What follows belongs to an exercise in optimizing a design on an open flow for small area and a short achievable clock period; a production flow would make more cautious choices. At most, simulation tests tie the RTL to the original design; equivalence was not proved. Power and IR drop assume default switching activity.

==> module register_bank, before the edit <==
module register_bank (
    input         clock,
    input         reset,
    input         we,        
    input  [4:0]  wa,
    input  [31:0] wd,
    input         ra_sel,    
    input  [4:0]  ra0,
    input  [4:0]  ra1,
    input  [4:0]  rb,        
    input         rb_off,    
    output [31:0] qa_n,      
    output [31:0] qb_n       
);
reg  [31:1] valid;
wire [31:1] wsel;
wire [31:0] q [0:31];
assign q[0] = 32'd0;
genvar k, j;
generate
    for (k = 1; k < 32; k = k + 1) begin : r
        reg [31:0] d;
        assign wsel[k] = we & (wa == k);
        always @(posedge clock)
            if (wsel[k])
                d <= wd;
        assign q[k] = d;
    end
endgenerate
always @(posedge clock or negedge reset)
    if (!reset)
        valid <= 31'd0;
    else
        valid <= valid | wsel;
wire [31:0] s_a, s_b;        
wire [31:0] s_a2, s_b2;      
wire [4:0]  ra0_n, ra1_n, rb_n;
wire        ra_sel_n;
wire [7:0]  pa0_n, pa1_n, pb_n;      
wire [31:1] rd_ok = valid & ~wsel;
c_inv isel (.Y(ra_sel_n), .A(ra_sel));
generate
    for (k = 0; k < 5; k = k + 1) begin : li
        c_inv ia0 (.Y(ra0_n[k]), .A(ra0[k]));
        c_inv ia1 (.Y(ra1_n[k]), .A(ra1[k]));
        c_inv ib  (.Y(rb_n[k]),  .A(rb[k]));
    end
    for (k = 0; k < 8; k = k + 1) begin : p
        c_nand4 pa0 (.Y(pa0_n[k]), .A(k & 1 ? ra0[0] : ra0_n[0]), .B(k & 2 ? ra0[1] : ra0_n[1]),
                     .C(k & 4 ? ra0[2] : ra0_n[2]), .D(ra_sel_n));
        c_nand4 pa1 (.Y(pa1_n[k]), .A(k & 1 ? ra1[0] : ra1_n[0]), .B(k & 2 ? ra1[1] : ra1_n[1]),
                     .C(k & 4 ? ra1[2] : ra1_n[2]), .D(ra_sel));
        c_nand4b pb (.Y(pb_n[k]),  .A_N(rb_off), .B(k & 1 ? rb[0] : rb_n[0]),
                     .C(k & 2 ? rb[1] : rb_n[1]), .D(k & 4 ? rb[2] : rb_n[2]));
    end
    for (k = 1; k < 32; k = k + 1) begin : s
        wire ha0_n, ha1_n, hb_n;
        c_nand3 ha0 (.Y(ha0_n), .A(rd_ok[k]), .B(k & 8 ? ra0[3] : ra0_n[3]), .C(k & 16 ? ra0[4] : ra0_n[4]));
        c_nand3 ha1 (.Y(ha1_n), .A(rd_ok[k]), .B(k & 8 ? ra1[3] : ra1_n[3]), .C(k & 16 ? ra1[4] : ra1_n[4]));
        c_nand3 hb  (.Y(hb_n),  .A(rd_ok[k]), .B(k & 8 ? rb[3] : rb_n[3]),   .C(k & 16 ? rb[4] : rb_n[4]));
        c_o22ai sa  (.Y(s_a[k]),  .A1(pa0_n[k % 8]), .A2(ha0_n), .B1(pa1_n[k % 8]), .B2(ha1_n));
        c_o22ai sa2 (.Y(s_a2[k]), .A1(pa0_n[k % 8]), .A2(ha0_n), .B1(pa1_n[k % 8]), .B2(ha1_n));
        c_nor2  sb  (.Y(s_b[k]),  .A(pb_n[k % 8]), .B(hb_n));
        c_nor2  sb2 (.Y(s_b2[k]), .A(pb_n[k % 8]), .B(hb_n));
    end
endgenerate
assign s_a[0]  = 1'b0;
assign s_b[0]  = 1'b0;
assign s_a2[0] = 1'b0;
assign s_b2[0] = 1'b0;
generate
    for (j = 0; j < 32; j = j + 1) begin : b
        wire [31:0] sa = j < 16 ? s_a : s_a2;
        wire [31:0] sb = j < 16 ? s_b : s_b2;
        wire [10:0] na, nb;      
        for (k = 0; k < 10; k = k + 1) begin : t
            c_a222oi ua (.Y(na[k]),
                .A1(sa[3*k+1]), .A2(q[3*k+1][j]), .B1(sa[3*k+2]), .B2(q[3*k+2][j]),
                .C1(sa[3*k+3]), .C2(q[3*k+3][j]));
            c_a222oi ub (.Y(nb[k]),
                .A1(sb[3*k+1]), .A2(q[3*k+1][j]), .B1(sb[3*k+2]), .B2(q[3*k+2][j]),
                .C1(sb[3*k+3]), .C2(q[3*k+3][j]));
        end
        c_nand2 la (.Y(na[10]), .A(sa[31]), .B(q[31][j]));
        c_nand2 lb (.Y(nb[10]), .A(sb[31]), .B(q[31][j]));
        wire [2:0] oa, ob;
        c_nand4 a0 (.Y(oa[0]), .A(na[0]), .B(na[1]), .C(na[2]), .D(na[3]));
        c_nand4 a1 (.Y(oa[1]), .A(na[4]), .B(na[5]), .C(na[6]), .D(na[7]));
        c_nand3 a2 (.Y(oa[2]), .A(na[8]), .B(na[9]), .C(na[10]));
        c_nand4 b0 (.Y(ob[0]), .A(nb[0]), .B(nb[1]), .C(nb[2]), .D(nb[3]));
        c_nand4 b1 (.Y(ob[1]), .A(nb[4]), .B(nb[5]), .C(nb[6]), .D(nb[7]));
        c_nand3 b2 (.Y(ob[2]), .A(nb[8]), .B(nb[9]), .C(nb[10]));
        c_nor3  oqa (.Y(qa_n[j]), .A(oa[0]), .B(oa[1]), .C(oa[2]));
        c_nor3  oqb (.Y(qb_n[j]), .A(ob[0]), .B(ob[1]), .C(ob[2]));
    end
endgenerate
endmodule
clock: 25.0 ns
lec_check: 0
cap_margin: 20
core_margin: 2
core_utilization: 50
slew_margin: 20
synth_hierarchical: 1
standard.sh (not shown) runs the stock make flow with config.mk's settings and CLKGATE_MAP_FILE= SYNTH_SCRIPT=/design/flow/synth_recipe.tcl, a recipe that flattens the netlist after the stock synthesis.
==> flow/flow/run.sh <==
#!/bin/bash
# Own flow: the standard layout (standard synthesis included, unchanged)
# with changes that only steer optimisation; the SDC is unchanged:
#  - repair_timing is asked for a setup margin (flow/margin.txt), so the
#    layout is optimised for a shorter period than the 25 ns constraint;
#  - the port buffers are buf_4 (buffer_ports would otherwise pick a slow
#    delay cell);
#  - clock tree synthesis clusters the sinks more coarsely and adds no dummy
#    loads (a smaller clock tree; every register still gets the clock
#    through the same balanced tree);
set -euo pipefail
MARGIN=$(cat flow/margin.txt)
bash standard.sh synth > standard_synth.log 2>&1
bash standard.sh SETUP_SLACK_MARGIN=$MARGIN POST_GLOBAL_ROUTE_TCL=$PWD/flow/post_grt.tcl \
    "BUFFER_PORTS_ARGS=-buffer_cell sky130_fd_sc_hd__buf_4" \
    "CTS_ARGS=-sink_clustering_enable -repair_clock_nets -dont_use_dummy_load -sink_clustering_size 24 -sink_clustering_max_diameter 70" \
    finish > standard_flow.log 2>&1
==> flow/flow/margin.txt <==
18.5
==> flow/flow/post_grt.tcl <==
# Sourced by ORFS's global_route.tcl (POST_GLOBAL_ROUTE_TCL) after its
# repair_timing: repair max slew and capacitance once more, with a wider
# margin, then legalise and re-route the changed nets incrementally.
puts "post_grt: repair_design after repair_timing"
estimate_parasitics -global_routing
repair_design -slew_margin 35 -cap_margin 35 -verbose
global_route -start_incremental
detailed_placement
global_route -end_incremental
estimate_parasitics -global_routing
report_check_types -max_slew -max_cap -violators
==> next run, changes <==
--- a/flow/design.v
+++ b/flow/design.v
@@ -1342,8 +1342,9 @@
 wire [31:0] s_a2, s_b2;      
 wire [4:0]  ra0_n, ra1_n, rb_n;
 wire        ra_sel_n;
 wire [7:0]  pa0_n, pa1_n, pb_n;      
+wire [3:0]  ph0, ph1, phb;           
 wire [31:1] rd_ok = valid & ~wsel;
 c_inv isel (.Y(ra_sel_n), .A(ra_sel));
 generate
     for (k = 0; k < 5; k = k + 1) begin : li
@@ -1358,13 +1359,18 @@
                      .C(k & 4 ? ra1[2] : ra1_n[2]), .D(ra_sel));
         c_nand4b pb (.Y(pb_n[k]),  .A_N(rb_off), .B(k & 1 ? rb[0] : rb_n[0]),
                      .C(k & 2 ? rb[1] : rb_n[1]), .D(k & 4 ? rb[2] : rb_n[2]));
     end
+    for (k = 0; k < 4; k = k + 1) begin : h
+        c_nor2 h0 (.Y(ph0[k]), .A(k & 1 ? ra0_n[3] : ra0[3]), .B(k & 2 ? ra0_n[4] : ra0[4]));
+        c_nor2 h1 (.Y(ph1[k]), .A(k & 1 ? ra1_n[3] : ra1[3]), .B(k & 2 ? ra1_n[4] : ra1[4]));
+        c_nor2 hb (.Y(phb[k]), .A(k & 1 ? rb_n[3] : rb[3]),   .B(k & 2 ? rb_n[4] : rb[4]));
+    end
     for (k = 1; k < 32; k = k + 1) begin : s
         wire ha0_n, ha1_n, hb_n;
-        c_nand3 ha0 (.Y(ha0_n), .A(rd_ok[k]), .B(k & 8 ? ra0[3] : ra0_n[3]), .C(k & 16 ? ra0[4] : ra0_n[4]));
-        c_nand3 ha1 (.Y(ha1_n), .A(rd_ok[k]), .B(k & 8 ? ra1[3] : ra1_n[3]), .C(k & 16 ? ra1[4] : ra1_n[4]));
-        c_nand3 hb  (.Y(hb_n),  .A(rd_ok[k]), .B(k & 8 ? rb[3] : rb_n[3]),   .C(k & 16 ? rb[4] : rb_n[4]));
+        c_nand2 ha0 (.Y(ha0_n), .A(rd_ok[k]), .B(ph0[k / 8]));
+        c_nand2 ha1 (.Y(ha1_n), .A(rd_ok[k]), .B(ph1[k / 8]));
+        c_nand2 hb  (.Y(hb_n),  .A(rd_ok[k]), .B(phb[k / 8]));
         c_o22ai sa  (.Y(s_a[k]),  .A1(pa0_n[k % 8]), .A2(ha0_n), .B1(pa1_n[k % 8]), .B2(ha1_n));
         c_o22ai sa2 (.Y(s_a2[k]), .A1(pa0_n[k % 8]), .A2(ha0_n), .B1(pa1_n[k % 8]), .B2(ha1_n));
         c_nor2  sb  (.Y(s_b[k]),  .A(pb_n[k % 8]), .B(hb_n));
         c_nor2  sb2 (.Y(s_b2[k]), .A(pb_n[k % 8]), .B(hb_n));
Result: Clock power is about the same. Via count drops by 2.8%. Die area barely changes. Final area shrinks by 1.2%. Register-to-register slack gets worse by 70 ps. Area after synthesis barely changes. Fmax falls by 1.5%. Setup slack degrades by 98 ps. Total power drops by 1.5%. Non-clock buffer count decreases by 48. Sequential share of layout area is higher by 0.55 points. Routed wire length is lower by 6.7%.
Only the layout flow was run in the second run of this note; the RTL was not checked for function there.

## afterwards: timing with drivers on the ports
Ports are ideal in the flow. The routed layouts listed here were re-timed in OpenROAD. Step 1: set_driving_cell puts a clkbuf_16 on clock and a buf_2 on each other input, an assumption about the parent block. Step 2 times the ports against the registers' clock, not the clock port: input delays grow and output delays shrink by t, the midpoint of the rising clock arrivals with the driver on. a / b / c = no drivers / after step 1 / after step 2; a / b = the first two.
| run | t, ns | setup slack, ns | worst register clock-pin slew, ns | worst slew at a driven data input, ns |
|---|---|---|---|---|
| the first run | 0.767 | 18.384 / 18.212 / 17.444 | 0.10 / 0.10 | 0.32 |
| the second run | 0.742 | 18.285 / 18.231 / 17.489 | 0.10 / 0.10 | 0.28 |
After both steps every run listed still meets setup and hold. The setup slack of the first run, which loses most, moves by -0.172 ns with the drivers and by -0.940 ns with both steps.
